This is an optimization exercise on Yosys and OpenROAD, whose aim is small area, not a production implementation.
Function was checked by simulation only, so behaviour that the tests miss may differ from the original.
Power is estimated from default activity; no workload was simulated.

===== flow/run.sh =====
#!/bin/bash
# synth_recipe.tcl (not shown) runs the flow's synth.tcl, then flattens the netlist and writes it again
# the make line also repeats each setting of config.mk as NAME=value (left out here)
make -C /OpenROAD-flow-scripts/flow DESIGN_CONFIG=/design/flow/config.mk WORK_HOME=/design/flow/orfs CLKGATE_MAP_FILE= SYNTH_SCRIPT=/design/flow/synth_recipe.tcl finish

===== flow/config.mk =====
export PLATFORM = sky130hd
export DESIGN_NAME = Processor
export DESIGN_NICKNAME = Processor
export VERILOG_FILES = /design/flow/design.v
export SDC_FILE = /design/flow/constraint.sdc
export NUM_CORES = 4
export LEC_CHECK = 0
export CAP_MARGIN = 20
export CORE_MARGIN = 2
export CORE_UTILIZATION = 40
export SLEW_MARGIN = 20

===== flow/design.v =====
`timescale 1ns / 1ps
module Start(
    input startSwitch,
    input clk,
    output reg reset
    );
always@ (posedge clk)
begin
	if(startSwitch == 1'b0)
		reset <= 1;
	else
		reset <= 0;
end
endmodule
`timescale 1ns / 1ps
module BranchUnit(
	input clk,
	input reset,
    input [INST_WIDTH - 1:0] Immediate,
    input branch,
    input zero,
    output reg [INST_WIDTH - 1:0] PC
    );
	parameter INST_WIDTH = 16;
wire branchSelect;
assign branchSelect = branch & (~zero); 
always@ (posedge clk)
begin
	if(reset)
		PC <= 0;
	else if (branchSelect == 1'b1)
		PC <= PC - Immediate;
	else
		PC <= PC + 16'd2;
end
endmodule
`timescale 1ns / 1ps
module Control(opcode,clk,regWrite,regDest,ALUsrc,ALUControl, MemWriteEnable, MemReadEnable, MemToReg, branch);
parameter OPCODE_WIDTH = 3;
parameter ALU_OP = 3;
    input [OPCODE_WIDTH - 1:0] opcode;
	 input clk;
    output reg regWrite;
    output reg regDest;
	 output reg ALUsrc;
	 output reg MemWriteEnable;
	 output reg MemReadEnable;
	 output reg MemToReg;
	 output reg branch;
    output reg [ALU_OP - 1:0] ALUControl;
	parameter ADDI = 3'd1;
	parameter ADD = 3'd0;
	parameter LOAD = 3'd2;
	parameter STORE = 3'd3;
	parameter BNQ = 3'd4;
	parameter SUBI = 3'd5;
	parameter SUB = 3'd6;
	always@(*)
	begin
		case(opcode)
			ADDI : 
			begin
				ALUControl = 3'b000;
				regDest = 0;
				regWrite = 1;
				ALUsrc = 1;
				MemWriteEnable = 0;
				MemReadEnable = 0;
				MemToReg = 0;
				branch = 0;
			end
			SUBI : 
			begin
				ALUControl = 3'b001;
				regDest = 0;
				regWrite = 1;
				ALUsrc = 1;
				MemWriteEnable = 0;
				MemReadEnable = 0;
				MemToReg = 0;
				branch = 0;
			end
			ADD : 
			begin
				ALUControl = 3'b000;
				ALUsrc = 0;
				regDest= 1;
				regWrite = 1;
				MemWriteEnable = 0;
				MemReadEnable = 0;
				MemToReg = 0;
				branch = 0;
			end
			SUB : 
			begin
				ALUControl = 3'b001;
				ALUsrc = 0;
				regDest= 1;
				regWrite = 1;
				MemWriteEnable = 0;
				MemReadEnable = 0;
				MemToReg = 0;
				branch = 0;
			end
			LOAD : 
			begin
				ALUControl = 3'b000;
				ALUsrc = 1;
				regDest= 0;
				regWrite = 1;
				MemWriteEnable = 0;
				MemReadEnable = 1;
				MemToReg = 1;
				branch = 0;
			end
			STORE : 
			begin
				ALUControl = 3'b000;
				ALUsrc = 1;
				regDest= 0;
				regWrite= 0;
				MemWriteEnable = 1;
				MemReadEnable = 0;
				MemToReg = 0;
				branch = 0;
			end
			BNQ: 
			begin
				ALUControl = 3'b001;
				ALUsrc = 0;
				regDest= 0;
				regWrite= 0;
				MemWriteEnable = 0;
				MemReadEnable = 0;
				MemToReg = 0;
				branch = 1;
			end
			default : 
			begin
				ALUControl = 3'b000;
				regDest = 0;
				regWrite = 0;
				ALUsrc = 0;
				MemWriteEnable = 0;
				MemReadEnable = 0;
				MemToReg = 0;
				branch = 0;
			end			
		endcase
	end
endmodule
`timescale 1ns / 1ps
module SignExtend(inst_in,inst_out);
    input [IMM_DATA_WIDTH - 1:0] inst_in;
    output reg [DATA_WIDTH - 1:0] inst_out;
	 parameter DATA_WIDTH = 16;
	 parameter IMM_DATA_WIDTH = 7;
always @ (inst_in)
begin
	inst_out[IMM_DATA_WIDTH - 2:0] <= inst_in[IMM_DATA_WIDTH - 2:0];
	if(inst_in[IMM_DATA_WIDTH - 1] == 1'b1)
		inst_out[DATA_WIDTH - 1 : IMM_DATA_WIDTH - 1] <= 10'b1111111111;
	else
		inst_out[DATA_WIDTH - 1 : IMM_DATA_WIDTH - 1] <= 10'b0000000000;
	end
endmodule
`timescale 1ns / 1ps
module RegFile(readAddr1, readAddr2, writeAddr, writeData, regWrite, readData1, readData2, sw, reset, clk, Led);
parameter DATA_WIDTH = 16;
parameter REG_WIDTH  = 3;
parameter SWITCH_WIDTH = 8;
parameter LED_WIDTH = 8;
input reset;
input clk;
input [REG_WIDTH - 1 : 0] readAddr1;
input [REG_WIDTH - 1 : 0] readAddr2;
input [REG_WIDTH - 1 : 0] writeAddr;
input [DATA_WIDTH - 1 : 0] writeData;
input regWrite;
input [SWITCH_WIDTH - 1:0] sw;
output reg [DATA_WIDTH - 1 : 0] readData1;
output reg [DATA_WIDTH - 1 : 0] readData2;
output reg [LED_WIDTH - 1:0] Led;
reg [DATA_WIDTH - 1:0] Register[0:7];  
always@(*)
begin
	if (reset) begin
		readData1 <= 0;
		readData2 <= 0;
	end	
	 else begin
	  if(readAddr1 == 0)
			readData1 <= 0;
	  else
			readData1 <= Register[readAddr1];
	  if(readAddr2 == 0)
			readData2 <= 0;
	  else
			readData2 <= Register[readAddr2];
		end
end
always@ (posedge clk) begin
    if(regWrite) begin
        Register[writeAddr] <= writeData;
    end
end
always@(*) begin
	if (sw[1] == 1'b1)
		Led <= Register[1][LED_WIDTH - 1:0];
	else if (sw[2] == 1'b1)
		Led <= Register[2][LED_WIDTH - 1:0];
	else if (sw[3] == 1'b1)
		Led <= Register[3][LED_WIDTH - 1:0];
	else if (sw[4] == 1'b1)
		Led <= Register[4][LED_WIDTH - 1:0];
	else
		Led <= 0;
end
endmodule
`timescale 1ns / 1ps
module ALU(A,B,Cin,op,OUT,Z,V,N,C);
	parameter DATA_WIDTH = 16;
	parameter ALU_OP = 3;
	 input [DATA_WIDTH - 1:0] A;
    input [DATA_WIDTH - 1:0] B;
    input Cin;
    input [ALU_OP - 1:0] op;
    output reg [DATA_WIDTH - 1:0] OUT;
    output reg Z;
    output reg N;
    output reg V;
    output reg C;
	parameter ADD_OP = 3'b0;
	parameter SUB_OP = 3'b1;
	always @ (*)
	begin  
			Z = 0;
			N = 0;
			C = 0;
			V = 0;
			case (op)
				ADD_OP: 	{C,OUT} = A + B + Cin;
				SUB_OP:	{C,OUT} = A - B - Cin;
				default: {C,OUT} = 0;
			endcase
			if (OUT == 0)
				Z = 1;
			if (OUT[DATA_WIDTH - 1] == 1)
				N = 1;
			if (OUT[DATA_WIDTH - 1] == 1 && (A[DATA_WIDTH - 1] == 0 && B[DATA_WIDTH - 1] == 0))
				V = 1;
			if (OUT[DATA_WIDTH - 1] == 0 && (A[DATA_WIDTH - 1] == 1 && B[DATA_WIDTH - 1] == 1))
				V = 1;
		end
endmodule
`timescale 1ns / 1ps
module ALUmux(immData,RegData,ALUsrc,OutData);
parameter DATA_WIDTH = 16;
    input [DATA_WIDTH - 1:0] immData;
    input [DATA_WIDTH - 1:0] RegData;
    input ALUsrc;
    output reg [DATA_WIDTH - 1:0] OutData;
always@(*)
begin
	if(ALUsrc)
		OutData = immData;
	else
		OutData = RegData;
	end
endmodule
`timescale 1ns / 1ps
module WriteBackMux(
    input MemToReg,
    input [DATA_WIDTH - 1:0] ALU_OUT,
    input [DATA_WIDTH - 1:0] MemDataOut,
    output reg [DATA_WIDTH - 1:0] WriteBack
    );
parameter DATA_WIDTH = 16;
always @(*)
    begin 
      case(MemToReg)      
          1'b0:  WriteBack <= ALU_OUT;
          1'b1:  WriteBack <= MemDataOut;
			default: WriteBack <= 0;
      endcase
    end
endmodule
`timescale 1ns / 1ps
module mux_5bit(input1,input2,sel,output1);
parameter REG_WIDTH  = 3;
    input [REG_WIDTH - 1:0] input1;
	 input [REG_WIDTH - 1:0] input2;
	 input sel;
    output reg [REG_WIDTH - 1:0] output1;
always @(*)
    begin 
      case(sel)      
          1'b0:  output1 =input1;
          1'b1:  output1 =input2;
			default: output1 = 0;			 
      endcase
    end
endmodule
`timescale 1ns / 1ps
module Processor(clk, sw, Led, imem_addr, imem_data, dmem_addr, dmem_wdata, dmem_we, dmem_re, dmem_rdata);
input clk;
input [SWITCH_WIDTH - 1:0] sw;
output [LED_WIDTH - 1:0] Led;
output [INST_WIDTH - 1:0] imem_addr;
input [INST_WIDTH - 1:0] imem_data;
output [DATA_WIDTH - 1:0] dmem_addr;
output [DATA_WIDTH - 1:0] dmem_wdata;
output dmem_we;
output dmem_re;
input [DATA_WIDTH - 1:0] dmem_rdata;
	parameter SWITCH_WIDTH = 8;
	parameter LED_WIDTH = 8;
	parameter DATA_WIDTH = 16;
	parameter INST_WIDTH = 16;
	parameter REG_WIDTH = 3;
	parameter ALU_OP = 3;
	wire [DATA_WIDTH - 1:0] WriteBack;
	wire [INST_WIDTH - 1:0] PC;
	wire[INST_WIDTH - 1:0]instData;
	wire branch;
	wire Z;
	wire reset;
	Start start(
			 .startSwitch (sw[0]),
			 .clk (clk),
			 .reset (reset)
			 );
	parameter IMM_DATA_WIDTH = 7;
	wire [DATA_WIDTH - 1:0] ImmExt;
	SignExtend signextend(.inst_in (instData[IMM_DATA_WIDTH - 1:0]),
								.inst_out(ImmExt));
	BranchUnit BranchUnit(.clk(clk),
					 .reset(reset),
					 .Immediate (ImmExt),
					 .branch(branch),
					 .zero(Z),
					 .PC(PC));
	assign imem_addr = PC;
	assign instData = imem_data;
	wire[ALU_OP - 1:0]ALUop;
	wire regWrite;
	wire regDest;
	wire ALUsrc;
	wire MemWriteEnable;
	wire MemReadEnable;
	wire MemToReg;
	Control Control(.opcode(instData[15:13]),
					  .clk(clk),
					  .regWrite(regWrite),
					  .regDest(regDest),
					  .ALUsrc(ALUsrc),
					  .ALUControl(ALUop), 
					  .MemWriteEnable(MemWriteEnable), 
					  .MemReadEnable(MemReadEnable), 
					  .MemToReg(MemToReg), 
					  .branch(branch));
	wire [REG_WIDTH - 1:0] regDestmuxOut;
	mux_5bit mux_5bit(.input1(instData[9:7]),
						  .input2(instData[6:4]),
						  .sel(regDest),
						  .output1(regDestmuxOut));
	wire[DATA_WIDTH - 1:0] Data1;
	wire[DATA_WIDTH - 1:0] Data2;
	RegFile RegFile(.readAddr1(instData[12:10]),
					  .readAddr2(instData[9:7]),
					  .writeAddr(regDestmuxOut),
					  .writeData(WriteBack), 
					  .regWrite(regWrite), 
					  .readData1(Data1), 
					  .readData2(Data2), 
					  .sw(sw), 
					  .reset(reset), 
					  .clk(clk), 
					  .Led (Led));
	wire [DATA_WIDTH - 1:0]MuxToAluData;
	ALUmux ALUmux(.immData(ImmExt),
					  .RegData(Data2),
					  .ALUsrc(ALUsrc),
					  .OutData(MuxToAluData));
	wire V;
	wire N;
	wire C;
	wire [DATA_WIDTH - 1:0]ALU_OUT; 
	ALU ALU(.A(Data1),
			  .B(MuxToAluData),
			  .Cin(1'b0),
			  .op(ALUop),
			  .OUT(ALU_OUT),
			  .Z(Z),
			  .V(V),
			  .N(N),
			  .C(C));
	wire [DATA_WIDTH - 1:0]MemDataOut; 
	assign dmem_addr = ALU_OUT;
	assign dmem_wdata = Data2;
	assign dmem_we = MemWriteEnable;
	assign dmem_re = MemReadEnable;
	assign MemDataOut = (MemReadEnable == 1'b1 && MemWriteEnable == 1'b0) ? dmem_rdata : 16'h0;
	WriteBackMux writebackmux (.MemToReg(MemToReg), 
								.ALU_OUT(ALU_OUT), 
								.MemDataOut(MemDataOut), 
								.WriteBack(WriteBack));
endmodule

===== flow/constraint.sdc =====
create_clock -name core_clock -period 7.0 [get_ports {clk}]
set_input_delay 1.4000 -clock core_clock [delete_from_list [all_inputs] [get_ports {clk}]]
set_output_delay 1.4000 -clock core_clock [all_outputs]
set_load 0.01 [all_outputs]

==> results.yml <==
outcome:
  outcome: "no timing/DRC/antenna violations"
sta:
  whs_ns: 0.541
  slew_violations: 0
  rsz0062_at_grt: "yes"
  worstMarginPinSlew_ns: 0.989
  fmax_mhz: 144
  hold_viol: 0
  fin_crit_sh_pct: 98.9
  finalCriticalPeriod_ns: 6.92
  max-slew-margin-rel_pct: 33.4
  fin_skew_ns: 0.0191
  setup-tns-final_ns: 0
  finalSetupViolCount: 0
global_routing:
  grt_pass1_vias: 7714
  grt_pass1_wl_um: 43400
  grt_max_degree: 23
  gr-total-overflow: 0
  grt.total_usage_pct: 24.1
  antenna_found_initial: 0
floorplanning:
  ios: 99
  dieArea_sq_um: 23500
  die_w_um: 153
  die_y_um: 153
  rows: 54
  start_util_pct: 40.8
  fp.coreArea_sq_um: 21900
placement:
  gp_congestion: 0.906
  dp_hpwl_um: 21300
  port_buffers: 95
detailed_routing:
  drt_iter0_drc: 701
  avgRoutedWirePerCell_um: 20.4
  via_count: 8003
  drc: 0
  wl_um: 29000
  first_pass_iters: 5
  vias_per_cell: 5.63
  antenna_left: 0
setup_path:
  path_class: "primary input to primary output"
  cp_max_fo: 6
  worstPathRequired_ns: 5.60
  arrival_ns: 5.52
  slowest_stage: "o311a_1"
  cp-start-kind: "primary input"
  crit_chain: "buf_8 > clkbuf_16 > buf_4 > mux2i_1 > a211o_1 > a21oi_2 > mux2i_1 > buf_4 > ha_4 > nand2_4 > nor2_4 > a41o_1 > xor2_1 > ha_1 > o21a_1 > o21ai_1 > buf_4 > nor2_2 > o311a_1 > or3_4 > and2_4 > xor2_4 > buf_2"
  worstSetupEndpointType: "primary output"
  rrSetupSlack_ns: 2.01
  worst_path_largest_cell_delay_ns: 0.38
  crit_top_cell: "buf_4"
clocking:
  htree_num_levels: 4
  cts_buffers: 17
  cts_sinks: 129
  root_buffer: "clkbuf_16"
  clock_latency_ns: 0.44
  cts_hold_buf: 0
  cts_tree: "yes"
  clockBufferDepth: 2
  clkTransAtPathRegs_ns: 0.07
finish:
  ff_latch_area_sq_um: 3700
  multi_input_area_sq_um: 5160
  antenna_cells: 0
  layout-drive-gt1-share_pct: 30.0
  fill_cells: 1938
  syn_to_final_growth_pct: 37.0
  nets: 1203
run:
  drv_cap: 0
synth:
  yosys_most_used_dff: "edfxtp_1"
  synthDistinctLibCells: 78
  async_reset_ff_share_pct: 0
  syn_inst: 886
  synth_warnings: 9
  netlist_area_sq_um: 8930
  ys_seq_elements: 129
  synth-edff-count: 112
  avgSynthCellArea_sq_um: 10.1
  ys_seq_area_share_pct: 41.5
  syn-num-nets: 961
power:
  leakagePower_nw: 4.80
  powerDensity_nw_per_um2: 242
  ir_worst_vdd_mv: 0.170
hold_path:
  hold_class: "register to register"
cells in the mapped netlist (19+ instances only):
library cell,instances,area share [%]
a21oi_1,76,4.3
clkbuf_1,31,1.3
edfxtp_1,112,38
ha_1,32,4.5
inv_1,27,1.1
mux2_2,30,3.8
mux2i_1,21,2.4
mux4_2,23,5.8
nand2_1,75,3.2
nor2_1,106,4.5
nor3_1,28,1.6
o21ai_0,45,2.5
xnor2_1,24,2.4
xor2_1,19,1.9
final timing paths:
| check | startpoint | end | cells after the start |
|---|---|---|---|
| worst max-delay path | imem_data[7] | dmem_addr[15] | 23 |
| worst min-delay path | BranchUnit.PC[0]$_SDFFE_PP0P_ | BranchUnit.PC[0]$_SDFFE_PP0P_ | 2 |
| worst max register to register | RegFile.Register[4][1]$_DFFE_PP_ | BranchUnit.PC[4]$_SDFF_PP0_ | 26 |
| worst min register to register | BranchUnit.PC[0]$_SDFFE_PP0P_ | BranchUnit.PC[0]$_SDFFE_PP0P_ | 2 |
area by class of cell:
| class | count | share of cell area (%) |
|---|---|---|
| multi-input cells | 682 | 42.2 |
| flip-flops and latches | 129 | 30.3 |
| repair buffers | 271 | 19.2 |
| clock buffers | 17 | 3.48 |
| well taps | 280 | 2.87 |
| clock inverters | 15 | 1.17 |
| inverters | 27 | 0.829 |
stage by stage:
| step | utilization [%] | cell area (sq um) | std cells | worst slack (ns) | power [mW] |
|---|---|---|---|---|---|
| CTS | 54.5 | 11900 | 1409 | 0.00765 | 2.92 |
| global route | 55.9 | 12200 | 1421 | -0.0364 | 3.08 |
| finish | 55.9 | 12200 | 1421 | 0.0787 | 2.95 |
| floorplan | - | 8930 | 886 | 0.217 | 1.52 |
| detailed placement | 51.6 | 11300 | 1376 | -0.842 | 2.03 |
| global placement | 51.6 | 11300 | 1376 | -0.781 | 2.02 |
worst max-delay path: cells and delay by family:
family / cells / cell delay [ns]
compound gates: 6 / 1.47
xor+xnor: 2 / 0.39
fa+ha+maj: 2 / 0.48
buf+inv: 6 / 0.86
mux: 2 / 0.24
simple gates: 5 / 0.69
logic make-up (layout without fill, tap and decap cells):
kind of cell,count (synthesis),after routing,synth area share [%]
AOI/OAI and AO/OA,221,221,16.6
xor gates and xnor gates,44,44,4.40
adders and majority gates,34,34,4.93
buffers and inverters,75,330,3.69
DFF,129,129,41.5
muxes,76,76,12.2
and+or+nand+nor,307,307,16.6
sequential cells by signal, summed over array words and instances, names as in the netlist:
register	cells
BranchUnit.PC	16
RegFile.Register	112
start.reset	1
report_power, final:
group	total [mW]	internal, mW	switching [mW]
clock network	0.882	0.472	0.410
logic	1.08	0.513	0.563
registers	0.995	0.962	0.0328
total	2.95	1.95	1.01
layout by cell type (no fill, tap or decap), types with 5 or more instances in the layout:
cell type        Yosys  final
a211oi_2            10     11
a21oi_1             76     72
a21oi_2              2      5
a221o_1              9      9
a221oi_1            11      6
a221oi_2             1      5
a22oi_1             16     16
and2_1               8      7
and3_1               6      6
buf_4                3    166
buf_6                4      5
clkbuf_16            0     18
clkdlybuf4s50_1      0     87
dfxtp_1             17     16
edfxtp_1           112    112
ha_1                32     31
inv_1               27     27
inv_6                0      6
mux2_2              30     29
mux2i_1             21     21
mux4_2              23     23
nand2_1             75     73
nand2b_1            14     11
nand3_1             13     13
nand4_1              5      5
nor2_1             106    103
nor2b_1             16     12
nor3_1              28     25
o21ai_0             45     40
or2_2                5      5
or3_1                7      6
xnor2_1             24     24
xor2_1              19     19
timing repair:
action,in CTS,in global routing
endpoints found under the setup margin,7,7
cloned,0,1
pin swaps,2,21
setup buffers,1,11
gates resized for setup,29,47
layer usage:
metal | vias to the layer above | part of all wire (%) | wire [um] | track usage [%]
met5 | - | 0 | 0 | 0
met3 | 46 | 5.6 | 1630 | 4.34
met1 | 3888 | 43 | 12400 | 31.3
met4 | 0 | 3.0 | 875 | 8.34
li1 | 3807 | - | - | -
met2 | 262 | 49 | 14100 | 40.5

re-timing with driven ports:
The flow's constraints put no driver on any port. The routed layout listed below was extracted and timed again, unchanged, in two steps.
Step 1 sets driving cells, clkbuf_16 on the clock port and buf_2 on the other inputs (assumed; they add their load-dependent delay and slew).
Step 2 also shifts input and output timing later by t, the mid clock arrival at the registers, as if the neighbouring blocks saw the same clock.
Slacks: no drivers / after step 1 / after step 2; pairs: no drivers / after step 1.
t, ns: 0.476
slack for setup (ns): 0.079 / 0.036 / 0.036
hold WS [ns]: 0.541 / 0.541 / 0.541
worst register clock-pin slew, ns: 0.08 / 0.08
pins driven straight from the clock port: 1
After both steps this run still meets setup and hold. The setup slack of this run moves by -0.043 ns with the drivers and by -0.043 ns with both steps.
